This design comes from an exercise in tuning for small area on the open sky130 flow, not from production work. The RTL was checked by simulation tests, not by an equivalence proof against the original design. Power and IR drop assume default switching activity.

==> flow/design.v <==
module DPA (clk,reset,IM_A, IM_Q,IM_D,IM_WEN,CR_A,CR_Q);
input clk;
input reset;
output [19:0] IM_A;
input [23:0] IM_Q;
output [23:0] IM_D;
output IM_WEN;
output [8:0] CR_A;
input [12:0] CR_Q;
genvar k;
reg [2:0] ph;
reg [18:0] hi;
reg [1:0] pno;
reg [19:0] fb, pa;
reg sz128, sz256;
reg [5:0] sec, min;
reg [4:0] hour;
reg [29:0] acc;
reg pb;
wire ph0 = (ph == 3'd0);
wire ph1 = (ph == 3'd1);
wire ph2 = (ph == 3'd2);
wire ph3 = (ph == 3'd3);
wire ph4 = ph[2];
wire [19:0] hc;
wire [18:0] hn;
assign hc[0] = 1'b1;
generate for (k = 0; k < 19; k = k + 1) begin : hinc
	assign hn[k] = hi[k] ^ hc[k];
	assign hc[k+1] = hi[k] & hc[k];
end endgenerate
wire wrap = hc[19];
wire init = ~(hi[18] | hi[17] | hi[16]);
wire hdr  = (hi[18:12] == 7'd30);
wire clk1 = (hi[18:12] == 7'd31);
wire clk2 = (hi[18:12] == 7'd80);
wire clkd = clk1 | clk2;
wire pass = ~hi[18] & hi[17] & ~hi[15];
wire first = ~hi[16];
wire rl = wrap | init;
wire [18:0] hload = {hn[18:17], hn[16:13] | {4{rl}}, hn[12:11], hn[10] | rl, hn[9], hn[8:7] | {2{rl}}, hn[6:0]};
always @(posedge clk or posedge reset)
	if (reset) begin
		ph <= 3'd0;
		hi <= 19'd0;
	end else begin
		ph <= {ph3, ph2 | (ph1), ph0 | ph2};
		if (ph4) hi <= hload;
	end
wire [1:0] pnext = {pno[1] ^ pno[0], ~pno[0]};
wire plast = ({pno == 2'd3, pnext} == IM_Q[2:0]);
always @(posedge clk or posedge reset)
	if (reset) pno <= 2'd0;
	else if (wrap & ph4) pno <= plast ? 2'd0 : pnext;
always @(posedge clk) begin
	if (init & ph3) fb <= IM_Q[19:0];
	if (hdr & ph2) pa <= IM_Q[19:0];
	if (hdr & ph3) begin
		sz128 <= IM_Q[7];
		sz256 <= IM_Q[8];
	end
end
wire tinc = (wrap & ph4) | (clk2 & (hi[11:0] == 12'd0) & ph0);
wire [6:0] sc, mc;
wire [5:0] sn, mn;
wire [5:0] hrc;
wire [4:0] hn5;
assign sc[0] = 1'b1;
assign mc[0] = 1'b1;
assign hrc[0] = 1'b1;
generate for (k = 0; k < 6; k = k + 1) begin : tinc6
	assign sn[k] = sec[k] ^ sc[k];
	assign sc[k+1] = sec[k] & sc[k];
	assign mn[k] = min[k] ^ mc[k];
	assign mc[k+1] = min[k] & mc[k];
end endgenerate
generate for (k = 0; k < 5; k = k + 1) begin : tinc5
	assign hn5[k] = hour[k] ^ hrc[k];
	assign hrc[k+1] = hour[k] & hrc[k];
end endgenerate
wire s59 = sec[5] & sec[4] & sec[3] & sec[1] & sec[0];
wire m59 = min[5] & min[4] & min[3] & min[1] & min[0];
wire h23 = hour[4] & hour[2] & hour[1] & hour[0];
always @(posedge clk) begin
	if (init & ph2) begin
		sec <= IM_Q[5:0];
		min <= IM_Q[13:8];
		hour <= IM_Q[20:16];
	end else if (tinc) begin
		sec <= s59 ? 6'd0 : sn;
		if (s59) begin
			min <= m59 ? 6'd0 : mn;
			if (m59) hour <= h23 ? 5'd0 : hn5;
		end
	end
end
wire [2:0] ci = hi[11:9];
wire [4:0] cr = hi[8:4];
wire [3:0] cc = hi[3:0];
reg [5:0] dv;
always @(*)
	case (ci)
		3'd0, 3'd1: dv = {1'b0, hour};
		3'd3, 3'd4: dv = min;
		default: dv = sec;
	endcase
wire [2:0] tens = (dv >= 6'd50) ? 3'd5 : (dv >= 6'd40) ? 3'd4 : (dv >= 6'd30) ? 3'd3 :
                  (dv >= 6'd20) ? 3'd2 : (dv >= 6'd10) ? 3'd1 : 3'd0;
wire [5:0] ones6 = dv - tens * 4'd10;
wire [3:0] ones = ones6[3:0];
wire colon = (ci == 3'd2) | (ci == 3'd5);
wire tsel = (ci == 3'd0) | (ci == 3'd3) | (ci == 3'd6);
wire [3:0] dig = colon ? 4'd10 : tsel ? {1'b0, tens} : ones;
wire [1:0] rh = cr[4:3] - 2'd1;
assign CR_A = {{1'b0, dig, 1'b0} + {2'b0, dig} + {4'b0, rh}, cr[2:0]};
wire cvalid = ~(cc[3] & cc[2] & (cc[1] | cc[0])) & (cr[4] | cr[3]);
wire bit12 = ((ci == 3'd0) & (cr == 5'd8)) ? CR_Q[12] : pb;
wire cbit = (cc == 4'd0) ? bit12 : CR_Q[4'd12 - cc];
always @(posedge clk)
	if (clkd & cvalid & (cc != 4'd0)) pb <= CR_Q[12];
reg [7:0] kx;
always @(*)
	case (ci)
		3'd0: kx = 8'd152;
		3'd1: kx = 8'd165;
		3'd2: kx = 8'd178;
		3'd3: kx = 8'd191;
		3'd4: kx = 8'd204;
		3'd5: kx = 8'd217;
		3'd6: kx = 8'd230;
		default: kx = 8'd243;
	endcase
wire [8:0] xc;
wire [7:0] cx;
wire [7:0] cc8 = {4'd0, cc};
assign xc[0] = 1'b0;
generate for (k = 0; k < 8; k = k + 1) begin : cxadd
	wire b = cc8[k];
	assign cx[k] = kx[k] ^ b ^ xc[k];
	assign xc[k+1] = (kx[k] & b) | (xc[k] & (kx[k] ^ b));
end endgenerate
wire [7:0] py = hi[14:7];
wire [6:0] pxh = hi[6:0];
wire px0 = py[0] ^ first;
wire dx = ph[0];
wire dy = ph[1];
wire inclk = (py[7] & py[6] & py[5] & (py[4] | py[3])) & (pxh[6] & (pxh[5] | pxh[4] | (pxh[3] & pxh[2])));
wire dx1 = dx & px0 & ~(&pxh);
wire dy1 = dy & py[0] & ~(&py[7:1]);
wire [7:0] yc;
wire [6:0] Y1;
assign yc[0] = dy1;
generate for (k = 0; k < 7; k = k + 1) begin : yinc
	assign Y1[k] = py[k+1] ^ yc[k];
	assign yc[k+1] = py[k+1] & yc[k];
end endgenerate
wire sW = clkd | (pass & ph4);
wire sP = pass & ~ph4;
wire sA = pass & (ph4 | sz256);
wire sE = pass & ~ph4 & ~sz256 & sz128;
wire sF = pass & ~ph4 & ~sz256 & ~sz128;
wire sH = ~clkd & ~pass;
reg [3:0] hs;
always @(*)
	if (hdr) hs = {1'b0, pno, 1'b1} + 4'd2 + {3'd0, ph[1]};
	else hs = {1'b0, ph} - 4'd1;
wire [19:0] base = ({20{sW}} & fb) | ({20{sP}} & pa);
wire [19:0] off = ({20{clkd}} & {4'd0, 3'b111, cr, cx}) |
                  ({20{sA}} & {4'd0, py, pxh, px0}) |
                  ({20{sE}} & {6'd0, Y1, pxh}) |
                  ({20{sF}} & {2'd0, py, dy, pxh, px0, dx}) |
                  ({20{sH}} & {16'd0, hs});
wire [12:0] ac;
assign ac[0] = sE & dx1;
generate for (k = 0; k < 12; k = k + 1) begin : aadd
	assign IM_A[k] = base[k] ^ off[k] ^ ac[k];
	assign ac[k+1] = (base[k] & off[k]) | (ac[k] & (base[k] ^ off[k]));
end endgenerate
assign IM_A[19:12] = base[19:12] + {2'b00, off[17:12]} + {7'd0, ac[12]};
wire [29:0] s;
generate for (k = 0; k < 3; k = k + 1) begin : ch
	wire [10:0] c;
	wire [9:0] q10 = {2'b00, IM_Q[k*8+7:k*8]};
	assign c[0] = 1'b0;
	genvar j;
	for (j = 0; j < 10; j = j + 1) begin : b
		wire a = acc[k*10+j] & ~ph1;
		wire q = q10[j];
		assign s[k*10+j] = a ^ q ^ c[j];
		assign c[j+1] = (a & q) | (c[j] & (a ^ q));
	end
	assign IM_D[k*8+7:k*8] = clkd ? {8{cbit}} : s[k*10+9:k*10+2];
end endgenerate
always @(posedge clk) acc <= s;
wire we = ph4 & ((pass & ~inclk) | (clkd & cvalid));
assign IM_WEN = ~we;
endmodule
Settings: LEC_CHECK=0, CAP_MARGIN=20, CORE_MARGIN=2, CORE_UTILIZATION=40, CTS_BUF_LIST=sky130_fd_sc_hd__clkbuf_4, CTS_CLUSTER_SIZE=20, SLEW_MARGIN=20; clock period 10.0 ns.
standard.sh (not shown) runs the stock make flow with config.mk's settings and CLKGATE_MAP_FILE= SYNTH_SCRIPT=/design/flow/synth_recipe.tcl, a recipe that flattens the netlist after the stock synthesis.
==> flow/flow/run.sh <==
#!/bin/bash
# The standard layout with three changes:
#  - the combinational part of the standard synthesis is re-mapped with a
#    stronger ABC area script (flow/remap.sh; registers untouched),
#  - ports are buffered with buf_1 instead of the default buffer,
#  - clock tree with clkbuf_4 and no dummy loads.
set -euo pipefail
W=$(pwd)
export BUFFER_PORTS_ARGS="-buffer_cell sky130_fd_sc_hd__buf_1"
export CTS_ARGS="-sink_clustering_enable -repair_clock_nets -buf_list sky130_fd_sc_hd__clkbuf_8 -sink_clustering_size 30 -sink_clustering_max_diameter 60 -dont_use_dummy_load"
bash standard.sh synth > "$W/flow_synth.log" 2>&1
R=$W/orfs/results/sky130hd/DPA/base
LIB=$FLOW_HOME/platforms/sky130hd/lib/sky130_fd_sc_hd__tt_025C_1v80.lib
if [[ -x $FLOW_HOME/../tools/install/yosys/bin/yosys ]]; then
  export YOSYS=$FLOW_HOME/../tools/install/yosys/bin/yosys
fi
cp "$R/1_2_yosys.v" "$W/synth_standard.v"
mkdir -p "$W/remap"
bash "$W/flow/remap.sh" "$W/synth_standard.v" "$W/remap/remapped.v" "$LIB" "$W/remap" > "$W/flow_remap.log" 2>&1
cp "$W/remap/remapped.v" "$R/1_2_yosys.v"
rm -f "$R/1_synth.odb" "$R/1_synth.sdc"
bash standard.sh > "$W/flow_layout.log" 2>&1
Other scripts of this flow, unchanged in this note and not shown: flow/flow/remap.sh
Change:
--- a/flow/flow/run.sh
+++ b/flow/flow/run.sh
@@ -8,5 +8,5 @@
 W=$(pwd)
 export BUFFER_PORTS_ARGS="-buffer_cell sky130_fd_sc_hd__buf_1"
-export CTS_ARGS="-sink_clustering_enable -repair_clock_nets -buf_list sky130_fd_sc_hd__clkbuf_8 -sink_clustering_size 30 -sink_clustering_max_diameter 60 -dont_use_dummy_load"
+export CTS_ARGS="-sink_clustering_enable -repair_clock_nets -buf_list sky130_fd_sc_hd__clkbuf_4 -sink_clustering_size 20 -dont_use_dummy_load"
 bash standard.sh synth > "$W/flow_synth.log" 2>&1
 R=$W/orfs/results/sky130hd/DPA/base
- CORE_UTILIZATION: 40 -> 55
- GPL_TIMING_DRIVEN: default -> 0
After rerunning: With this change the flow completed and failed the layout checks on setup timing. Count of clock-buffer cells in the layout is unchanged. Cell count goes down by 6.0%. Clock power went down by 27%.

==> port drivers added, routing unchanged <==
The results above use ideal ports. As a check the final layouts listed here were re-extracted and re-timed, cells and wires unchanged. Step 1: set_driving_cell puts a clkbuf_16 on clk and a buf_2 on each other input, an assumption about the parent block. Step 2, shift: input delay + t, output delay - t, t = (earliest + latest rising clock arrival at the registers) / 2. This alone moves slack from input paths to output paths. Slacks: no drivers / after step 1 / after step 2; pairs: no drivers / after step 1.
run	t (ns)	slack for setup (ns)	worst slew at a driven data input, ns
the first run	0.449	0.273 / 0.238 / 0.687	0.04
the second run	0.551	-0.124 / -0.160 / 0.392	0.04
